What follows belongs to an exercise in optimizing a design on an open flow for small area, a short achievable clock period and few clock cycles; a production flow would make more cautious choices.
The RTL was checked by simulation tests, not by an equivalence proof against the original design.
Power figures rest on the tool's default switching activity, not on a simulated workload.

// std_fp_smult_pipe
module std_fp_smult_pipe #(
    parameter WIDTH = 32,
    parameter INT_WIDTH = 16,
    parameter FRAC_WIDTH = 16
) (
    input  [WIDTH-1:0]              left,
    input  [WIDTH-1:0]              right,
    input  logic                    reset,
    input  logic                    go,
    input  logic                    clk,
    output logic [WIDTH-1:0]        out,
    output logic                    done
);
  logic done_r;
  always_ff @(posedge clk) begin
    if (reset) done_r <= 1'b0;
    else done_r <= go;
  end
  assign done = done_r;
  wire [15:0] one, two, negz, negn;
  wire xs0_0;
  wire xs0_1;
  wire xs0_2;
  wire xs0_3;
  wire xs0_4;
  wire xs0_5;
  wire xs0_6;
  wire xs0_7;
  wire xs0_8;
  wire xs0_9;
  wire xs0_10;
  wire xs0_11;
  wire xs0_12;
  wire xs0_13;
  wire xs0_14;
  wire xs0_15;
  wire xs0_16;
  wire xs0_17;
  wire xs0_18;
  wire xs0_19;
  wire xs0_20;
  wire xs0_21;
  wire xs0_22;
  wire xs0_23;
  wire xs0_24;
  wire xs0_25;
  wire xs0_26;
  wire xs0_27;
  wire xs0_28;
  wire xs0_29;
  wire xs0_30;
  wire xs0_31;
  wire xs0_32;
  wire pp0_0;
  wire pp0_1;
  wire pp0_2;
  wire pp0_3;
  wire pp0_4;
  wire pp0_5;
  wire pp0_6;
  wire pp0_7;
  wire pp0_8;
  wire pp0_9;
  wire pp0_10;
  wire pp0_11;
  wire pp0_12;
  wire pp0_13;
  wire pp0_14;
  wire pp0_15;
  wire pp0_16;
  wire pp0_17;
  wire pp0_18;
  wire pp0_19;
  wire pp0_20;
  wire pp0_21;
  wire pp0_22;
  wire pp0_23;
  wire pp0_24;
  wire pp0_25;
  wire pp0_26;
  wire pp0_27;
  wire pp0_28;
  wire pp0_29;
  wire pp0_30;
  wire pp0_31;
  wire pp0_32;
  wire xs1_0;
  wire xs1_1;
  wire xs1_2;
  wire xs1_3;
  wire xs1_4;
  wire xs1_5;
  wire xs1_6;
  wire xs1_7;
  wire xs1_8;
  wire xs1_9;
  wire xs1_10;
  wire xs1_11;
  wire xs1_12;
  wire xs1_13;
  wire xs1_14;
  wire xs1_15;
  wire xs1_16;
  wire xs1_17;
  wire xs1_18;
  wire xs1_19;
  wire xs1_20;
  wire xs1_21;
  wire xs1_22;
  wire xs1_23;
  wire xs1_24;
  ...
clock: 7.5 ns
lec_check: 0
cap_margin: 20
core_margin: 2
core_utilization: 40
setup_slack_margin: 2.5
slew_margin: 20
synth_hierarchical: 1
standard.sh (not shown) runs the stock make flow with config.mk's settings and CLKGATE_MAP_FILE= SYNTH_SCRIPT=/design/flow/synth_recipe.tcl, a recipe that flattens the netlist after the stock synthesis.
==> flow/flow/run.sh <==
#!/bin/bash
# Layout flow: the standard ORFS flow (standard.sh, unchanged synthesis),
# with extra ORFS variables from flow/extra.env (port buffer cell choice and
# timing-repair options). Each tool's full output is in orfs/logs/...; the
# make output is in standard.log.
set -euo pipefail
here=$(pwd)
set -a
source "$here/flow/extra.env"
set +a
bash "$here/standard.sh" > "$here/standard.log" 2>&1
==> flow/flow/extra.env <==
BUFFER_PORTS_ARGS="-buffer_cell sky130_fd_sc_hd__buf_2"
The starting point completed with no timing, DRC or antenna violations.
Testbench counts at the start, summed over its fixed seeds: cycles 4,008.
Edit:
Settings changed: CORE_UTILIZATION 40 to 55.
Global-route usage climbs by 11 points. Wire length climbs by 2.1%. Hold slack loses 0.0045 ns. Power drops by 0.62%. Setup slack loses 0.0065 ns. First-iteration DRC count climbs by 15%. Core utilization climbs by 17 points. Final area drops by 0.95%. Clock-buffer cell count drops by 2.


Another version of the RTL of std_fp_smult_pipe (not shown whole).
For scale: ~1,800 cells after synthesis, roughly 100 I/O pins.
## std_fp_smult_pipe
module std_fp_smult_pipe #(
    parameter WIDTH = 32,
    parameter INT_WIDTH = 16,
    parameter FRAC_WIDTH = 16
) (
    input  [WIDTH-1:0]              left,
    input  [WIDTH-1:0]              right,
    input  logic                    reset,
    input  logic                    go,
    input  logic                    clk,
    output logic [WIDTH-1:0]        out,
    output logic                    done
);
  logic done_r;
  always_ff @(posedge clk) begin
    if (reset) done_r <= 1'b0;
    else done_r <= go;
  end
  assign done = done_r;
  wire [15:0] one, two, negz;
  wire xs0_0;
  wire xs0_1;
  wire xs0_2;
  wire xs0_3;
  wire xs0_4;
  wire xs0_5;
  wire xs0_6;
  wire xs0_7;
  wire xs0_8;
  wire xs0_9;
  wire xs0_10;
  wire xs0_11;
  wire xs0_12;
  wire xs0_13;
  wire xs0_14;
  wire xs0_15;
  wire xs0_16;
  wire xs0_17;
  wire xs0_18;
  wire xs0_19;
  wire xs0_20;
  wire xs0_21;
  wire xs0_22;
  wire xs0_23;
  wire xs0_24;
  wire xs0_25;
  wire xs0_26;
  wire xs0_27;
  wire xs0_28;
  wire xs0_29;
  wire xs0_30;
  wire xs0_31;
  wire xs0_32;
  wire pp0_0;
  wire pp0_1;
  wire pp0_2;
  wire pp0_3;
  wire pp0_4;
  wire pp0_5;
  wire pp0_6;
  wire pp0_7;
  wire pp0_8;
  wire pp0_9;
  wire pp0_10;
  wire pp0_11;
  wire pp0_12;
  wire pp0_13;
  wire pp0_14;
  wire pp0_15;
  wire pp0_16;
  wire pp0_17;
  wire pp0_18;
  wire pp0_19;
  wire pp0_20;
  wire pp0_21;
  wire pp0_22;
  wire pp0_23;
  wire pp0_24;
  wire pp0_25;
  wire pp0_26;
  wire pp0_27;
  wire pp0_28;
  wire pp0_29;
  wire pp0_30;
  wire pp0_31;
  wire pp0_32;
  wire xs1_0;
  wire xs1_1;
  wire xs1_2;
  wire xs1_3;
  wire xs1_4;
  wire xs1_5;
  wire xs1_6;
  wire xs1_7;
  wire xs1_8;
  wire xs1_9;
  wire xs1_10;
  wire xs1_11;
  wire xs1_12;
  wire xs1_13;
  wire xs1_14;
  wire xs1_15;
  wire xs1_16;
  wire xs1_17;
  wire xs1_18;
  wire xs1_19;
  wire xs1_20;
  wire xs1_21;
  wire xs1_22;
  wire xs1_23;
  wire xs1_24;
  wire xs1_25;
  wire xs1_26;
  wire xs1_27;
  ...
==> flow/config.mk <==
export PLATFORM = sky130hd
export DESIGN_NAME = std_fp_smult_pipe
export DESIGN_NICKNAME = std_fp_smult_pipe
export VERILOG_FILES = /design/flow/design.v
export SDC_FILE = /design/flow/constraint.sdc
export NUM_CORES = 4
export LEC_CHECK = 0
export CAP_MARGIN = 20
export CORE_MARGIN = 2
export CORE_UTILIZATION = 40
export SETUP_SLACK_MARGIN = 3.0
export SLEW_MARGIN = 20
export SYNTH_HIERARCHICAL = 1
==> flow/constraint.sdc <==
create_clock -name core_clock -period 7.5 [get_ports {clk}]
set_input_delay 1.5000 -clock core_clock [delete_from_list [all_inputs] [get_ports {clk}]]
set_output_delay 1.5000 -clock core_clock [all_outputs]
set_load 0.01 [all_outputs]
Scripts as last shown in full above: flow/flow/run.sh, flow/flow/extra.env
The first run completed without violations.
Testbench counts at the start, summed over its fixed seeds: cycles 4,008.
Edit:
==> flow/run.sh (new file) <==
#!/bin/bash
# synth_recipe.tcl (not shown) runs the flow's synth.tcl, then flattens the netlist and writes it again
# the make line also repeats each setting of config.mk as NAME=value (left out here)
make -C /OpenROAD-flow-scripts/flow DESIGN_CONFIG=/design/flow/config.mk WORK_HOME=/design/flow/orfs CLKGATE_MAP_FILE= SYNTH_SCRIPT=/design/flow/synth_recipe.tcl finish
- CORE_UTILIZATION: 40 -> 60
- PLACE_DENSITY: default -> 0.7
- SETUP_SLACK_MARGIN: 3.0 -> 2.0
removed: flow/flow/run.sh
removed: flow/flow/extra.env
removed: flow/standard.sh
Outcome:
- The new run passed the timing, DRC and antenna checks
- total power is lower by a little under a tenth
- wire length is lower by about a fifth
- global-route usage is higher by 8.3 points
- design area is lower by roughly a tenth
- setup slack got worse by 0.54 ns
- cell count is lower by roughly a tenth
- die area is lower by a quarter to a third
- core utilization is higher by 17 points
- combinational power is lower by a little under a tenth
- clock-buffer cell count is higher by 4
- worst hold slack improved by 0.39 ns
Edit:
- CORE_UTILIZATION: 60 -> 40
- PLACE_DENSITY: 0.7 -> default
- SETUP_SLACK_MARGIN: 2.0 -> 4.0
Synthesized area is unchanged.
Combinational power increases by 24%.
Worst setup slack is better by 0.52 ns.
Synthesized cell count does not change.
Edit:
- SETUP_SLACK_MARGIN: 4.0 -> default
What happened: The new run finished with timing, DRC and antenna clean; clock power drops by 4.8%; power is lower by 21%; worst setup slack loses 1.1 ns; final cell count falls by 9.8%; sequential power goes down by about 1%; sequential share of layout area went up by 1.5 points; maximum frequency shrinks by 17%; wire length shrinks by 26%; final area shrinks by 21%.
Edit:
==> flow/flow/run.sh (new file) <==
#!/bin/bash
# Layout flow: the standard ORFS flow (standard.sh, unchanged synthesis),
# with extra ORFS variables from flow/extra.env (port buffer cell choice and
# timing-repair options). Each tool's full output is in orfs/logs/...; the
# make output is in standard.log.
set -euo pipefail
here=$(pwd)
set -a
source "$here/flow/extra.env"
set +a
bash "$here/standard.sh" > "$here/standard.log" 2>&1
==> flow/flow/extra.env (new file) <==
BUFFER_PORTS_ARGS="-buffer_cell sky130_fd_sc_hd__buf_2"
==> flow/standard.sh (new file) <==
#!/bin/bash
# synth_recipe.tcl (not shown) runs the flow's synth.tcl, then flattens the netlist and writes it again
# the make line also repeats each setting of config.mk as NAME=value (left out here)
make -C /OpenROAD-flow-scripts/flow DESIGN_CONFIG=/design/flow/config.mk WORK_HOME=/design/flow/orfs CLKGATE_MAP_FILE= SYNTH_SCRIPT=/design/flow/synth_recipe.tcl "${@:-finish}"
- SETUP_SLACK_MARGIN: default -> 2.0
removed: flow/run.sh
First-iteration DRC count came out higher by a few percent.
Die area stays the same.
Routed wire length came out lower slightly.
Power came out lower by a few percent.
Sequential share of layout area came out higher by 0.15 points.
Worst hold slack got worse by 0.37 ns.
Setup slack improved by 0.66 ns.
Fmax came out higher by roughly a tenth.
Non-clock buffer count came out lower by 19.
Edit:
==> flow/run.sh (new file) <==
#!/bin/bash
# synth_recipe.tcl (not shown) runs the flow's synth.tcl, then flattens the netlist and writes it again
# the make line also repeats each setting of config.mk as NAME=value (left out here)
make -C /OpenROAD-flow-scripts/flow DESIGN_CONFIG=/design/flow/config.mk WORK_HOME=/design/flow/orfs CLKGATE_MAP_FILE= SYNTH_SCRIPT=/design/flow/synth_recipe.tcl finish
- SETUP_SLACK_MARGIN: 2.0 -> 3.0
removed: flow/flow/run.sh
removed: flow/flow/extra.env
removed: flow/standard.sh
Result: The new run produced a clean layout. Fmax went up by a few percent. Power climbs by a quarter to a third. Worst setup slack improved by 0.35 ns. Area after synthesis is unchanged. Wire length rises by a quarter to a third. Global-route usage went up by 6.7 points. Design area rose by a quarter to a third. Core utilization increases by 12 points. Non-clock buffer count went up by 270. Count of clock-buffer cells in the layout went up by 4. Synthesized cell count is unchanged.


exp/onyx:
RTL: one of the versions met above, not the one the previous note started from.
Size: roughly 1800 cells after synthesis, roughly 100 I/O pins, ~20000 um2 of cells after synthesis.
clock: 7.5 ns
lec_check: 0
cap_margin: 20
core_margin: 2
core_utilization: 40
setup_slack_margin: 2.5
slew_margin: 20
synth_hierarchical: 1
==> flow/flow/run.sh <==
#!/bin/bash
# Layout flow: the standard ORFS flow (standard.sh, unchanged synthesis),
# with extra ORFS variables from flow/extra.env (port buffer cell choice and
# timing-repair options). Each tool's full output is in orfs/logs/...; the
# make output is in standard.log.
set -euo pipefail
here=$(pwd)
set -a
source "$here/flow/extra.env"
set +a
bash "$here/standard.sh" > "$here/standard.log" 2>&1
==> flow/flow/extra.env <==
BUFFER_PORTS_ARGS="-buffer_cell sky130_fd_sc_hd__buf_4"
exp/onyx closes out successfully: all stages finished, all timing, DRC and antenna checks passed.
Testbench counts of exp/onyx, summed over its fixed seeds: cycles 4,008.
--- input diff exp/onyx..exp/fjord ---
- a change of SETUP_SLACK_MARGIN from 2.5 to 2.75
==> flow/flow/extra.env <==
BUFFER_PORTS_ARGS="-buffer_cell sky130_fd_sc_hd__buf_2"
Notes after the runs:
- Changes observed in exp/fjord relative to exp/onyx: register bit total from synthesis was more or less identical; clock network fraction of design power went up by 0.7 points; total power went down by 1.1%; layout overhead on the synthesized area went up by 2.8 points; core utilization of the finished layout went up by 1.1 points.
- Against exp/onyx, wire length on met2 in exp/fjord rose by a little under 10%.
What exp/xenon does differently from exp/fjord at the input level:
- SETUP_SLACK_MARGIN no longer set, was 2.75
==> flow/flow/run.sh <==
#!/bin/bash
# Layout flow: the standard ORFS flow (standard.sh, unchanged synthesis),
# run stage by stage with extra ORFS variables from flow/extra.env: the port
# buffer cell and the setup-repair margin of each stage (MARGIN_FP for the
# floorplan sizing, MARGIN_CTS after clock-tree synthesis, MARGIN_GRT after
# global routing). Each tool's full output is in orfs/logs/...; the make output
# of each stage is in standard_<stage>.log.
set -euo pipefail
here=$(pwd)
set -a
source "$here/flow/extra.env"
set +a
SETUP_SLACK_MARGIN=$MARGIN_FP bash "$here/standard.sh" synth > "$here/standard_synth.log" 2>&1
SETUP_SLACK_MARGIN=$MARGIN_FP bash "$here/standard.sh" floorplan > "$here/standard_floorplan.log" 2>&1
SETUP_SLACK_MARGIN=$MARGIN_CTS bash "$here/standard.sh" place > "$here/standard_place.log" 2>&1
SETUP_SLACK_MARGIN=$MARGIN_CTS bash "$here/standard.sh" cts > "$here/standard_cts.log" 2>&1
SETUP_SLACK_MARGIN=$MARGIN_GRT bash "$here/standard.sh" finish > "$here/standard_finish.log" 2>&1
--- a/flow/flow/extra.env
+++ b/flow/flow/extra.env
@@ -1,0 +2,3 @@
+MARGIN_FP=3.5
+MARGIN_CTS=2.5
+MARGIN_GRT=2.5
exp/fjord → exp/xenon: global-route usage shows a reduction of 0.87 points; share of total power in the clock network shows a reduction of 0.5 points; worst path buffer plus inverter count shows a reduction of 1; worst hold slack after final layout shows an increase of 0.0035 ns; number of global-route vias before repair shows a reduction of about 1.1%.
The share of final layout cell area taken by non-clock buffers in exp/xenon was lower than what exp/fjord gave.
Density: exp/xenon sparser than exp/fjord
Max non-clock buffer count across exp/fjord and exp/xenon: exp/fjord


## run A
std_fp_smult_pipe with an RTL version that a note above also has.
Size: ~1800 cells after synthesis, about 81 flip-flops, roughly 100 I/O pins, about 0.021 mm^2 of cells after synthesis.
export LEC_CHECK = 0
export CAP_MARGIN = 20
export CORE_MARGIN = 2
export CORE_UTILIZATION = 40
export SETUP_SLACK_MARGIN = 2.0
export SLEW_MARGIN = 20
export SYNTH_HIERARCHICAL = 1
create_clock -name core_clock -period 7.5 [get_ports {clk}]
run.sh (not shown) runs the stock make flow with config.mk's settings and CLKGATE_MAP_FILE= SYNTH_SCRIPT=/design/flow/synth_recipe.tcl, a recipe that flattens the netlist after the stock synthesis.
Stock flow here: none of the scripts above is used.
Testbench counts of run A, summed over its fixed seeds: cycles 4,008.
The inputs of run B differ from those of run A as listed below.
# run A
export LEC_CHECK = 0
export CAP_MARGIN = 20
export CORE_MARGIN = 2
export CORE_UTILIZATION = 40
export SETUP_SLACK_MARGIN = 2.0
export SLEW_MARGIN = 20
export SYNTH_HIERARCHICAL = 1
create_clock -name core_clock -period 7.5 [get_ports {clk}]
# run B
export LEC_CHECK = 0
export CAP_MARGIN = 20
export CORE_MARGIN = 2
export CORE_UTILIZATION = 40
export SETUP_SLACK_MARGIN = 2.5
export SLEW_MARGIN = 20
export SYNTH_HIERARCHICAL = 1
create_clock -name core_clock -period 7.5 [get_ports {clk}]
==> flow/flow/run.sh (new file) <==
#!/bin/bash
# Layout flow: the standard ORFS flow (standard.sh, unchanged synthesis),
# with extra ORFS variables from flow/extra.env (port buffer cell choice and
# timing-repair options). Each tool's full output is in orfs/logs/...; the
# make output is in standard.log.
set -euo pipefail
here=$(pwd)
set -a
source "$here/flow/extra.env"
set +a
bash "$here/standard.sh" > "$here/standard.log" 2>&1
==> flow/flow/extra.env (new file) <==
BUFFER_PORTS_ARGS="-buffer_cell sky130_fd_sc_hd__buf_2"
==> flow/standard.sh (new file) <==
#!/bin/bash
# synth_recipe.tcl (not shown) runs the flow's synth.tcl, then flattens the netlist and writes it again
# the make line also repeats each setting of config.mk as NAME=value (left out here)
make -C /OpenROAD-flow-scripts/flow DESIGN_CONFIG=/design/flow/config.mk WORK_HOME=/design/flow/orfs CLKGATE_MAP_FILE= SYNTH_SCRIPT=/design/flow/synth_recipe.tcl "${@:-finish}"
removed: flow/run.sh
### Flow results
Total wire length (run B over run A): increase, about 3%. Run B: HPWL after detailed placement is about 4.6% lower than what run A reported. Of run B and run A, the lower number of non-clock buffers belongs to run A. Delta (run B minus run A): minimum clock period after layout saw a decrease; area of all placed cells without fillers rose by 0.99%. Measured against each other, run B and run A differ in critical path depth, the higher figure coming from run B. The category of the critical setup timing path comes out input port to flop in one run and flop to primary output in the other, namely in run A and run B respectively. Of run B and run A, the run reporting the higher setup slack was run B. Cmp run B and run A / final cell count / higher: run B. Portion of total power attributed to sequential cells of run B is on par with run A. In terms of flip-flop and latch share of the layout cell area, run B and run A differ only marginally.
For run C, these inputs were changed with respect to run B:
# run B
export LEC_CHECK = 0
export CAP_MARGIN = 20
export CORE_MARGIN = 2
export CORE_UTILIZATION = 40
export SETUP_SLACK_MARGIN = 2.5
export SLEW_MARGIN = 20
export SYNTH_HIERARCHICAL = 1
create_clock -name core_clock -period 7.5 [get_ports {clk}]
# run C
export LEC_CHECK = 0
export CAP_MARGIN = 20
export CORE_MARGIN = 2
export CORE_UTILIZATION = 40
export SETUP_SLACK_MARGIN = 2.5
export SLEW_MARGIN = 20
export SYNTH_HIERARCHICAL = 1
export TNS_END_PERCENT = 0
create_clock -name core_clock -period 7.5 [get_ports {clk}]
==> flow/run.sh (new file) <==
#!/bin/bash
# synth_recipe.tcl (not shown) runs the flow's synth.tcl, then flattens the netlist and writes it again
# the make line also repeats each setting of config.mk as NAME=value (left out here)
make -C /OpenROAD-flow-scripts/flow DESIGN_CONFIG=/design/flow/config.mk WORK_HOME=/design/flow/orfs CLKGATE_MAP_FILE= SYNTH_SCRIPT=/design/flow/synth_recipe.tcl finish
removed: flow/flow/run.sh
removed: flow/flow/extra.env
removed: flow/standard.sh
[summary]
Delta (run C minus run B): part of the power in combinational logic saw an increase, worst hold path depth essentially unchanged, critical path depth -3, power density of the placed cells now larger. In the tables for run C and run B, delay contributed by the slowest stage of the critical path reads higher with run C.

[afterwards: timing with drivers on the ports]
No port has a modelled driver above. Below, the same layouts with a new extraction and two added sets of constraints.
Step 1 sets driving cells, clkbuf_16 on the clock port and buf_2 on the other inputs (assumed; they add their load-dependent delay and slew).
Step 2 adds t to the input delays and takes it off the output delays; t is the mean of the earliest and latest rising clock arrival at the registers after step 1. Input paths then give back, and output paths get back, about the clock's delay inside the block.
Slacks: no drivers / after step 1 / after step 2; pairs: no drivers / after step 1.
run	shift t [ns]	setup slack, ns	hold WS [ns]	latest minus earliest clock arrival (ns)	cell pins on the clock port's net
the first run of note 1	0.438	2.505 / 2.507 / 2.069	1.275 / 1.239 / 1.677	0.028 / 0.028	1
the second run of note 1	0.431	2.498 / 2.449 / 2.101	1.270 / 1.241 / 1.672	0.014 / 0.014	1
the first run of note 2	0.433	2.535 / 2.477 / 2.233	1.270 / 1.232 / 1.666	0.025 / 0.025	1
the second run of note 2	0.429	1.993 / 1.949 / 1.591	1.660 / 1.627 / 2.056	0.016 / 0.016	1
the third run of note 2	0.439	2.518 / 2.462 / 2.251	1.653 / 1.620 / 2.059	0.020 / 0.020	1
the fourth run of note 2	0.432	1.462 / 1.406 / 1.475	1.647 / 1.616 / 2.049	0.021 / 0.021	1
the fifth run of note 2	0.434	2.119 / 2.153 / 1.720	1.273 / 1.242 / 1.676	0.022 / 0.022	1
the sixth run of note 2	0.442	2.470 / 2.415 / 2.266	1.646 / 1.614 / 2.056	0.019 / 0.018	1
exp/onyx	0.441	2.537 / 2.516 / 2.075	1.260 / 1.233 / 1.674	0.022 / 0.022	1
exp/fjord	0.441	2.576 / 2.522 / 2.138	1.262 / 1.231 / 1.672	0.025 / 0.026	1
exp/xenon	0.446	2.545 / 2.483 / 2.158	1.265 / 1.229 / 1.675	0.027 / 0.028	1
run A	0.439	2.081 / 2.033 / 1.658	1.661 / 1.632 / 2.071	0.018 / 0.018	1
run B	0.424	2.446 / 2.393 / 2.124	1.288 / 1.259 / 1.683	0.025 / 0.025	1
run C	0.442	2.158 / 2.192 / 1.750	1.657 / 1.620 / 2.062	0.018 / 0.018	1
After both steps setup and hold are still met in every run listed. The setup slack of exp/onyx, which loses most, moves by -0.021 ns with the drivers and by -0.462 ns with both steps.
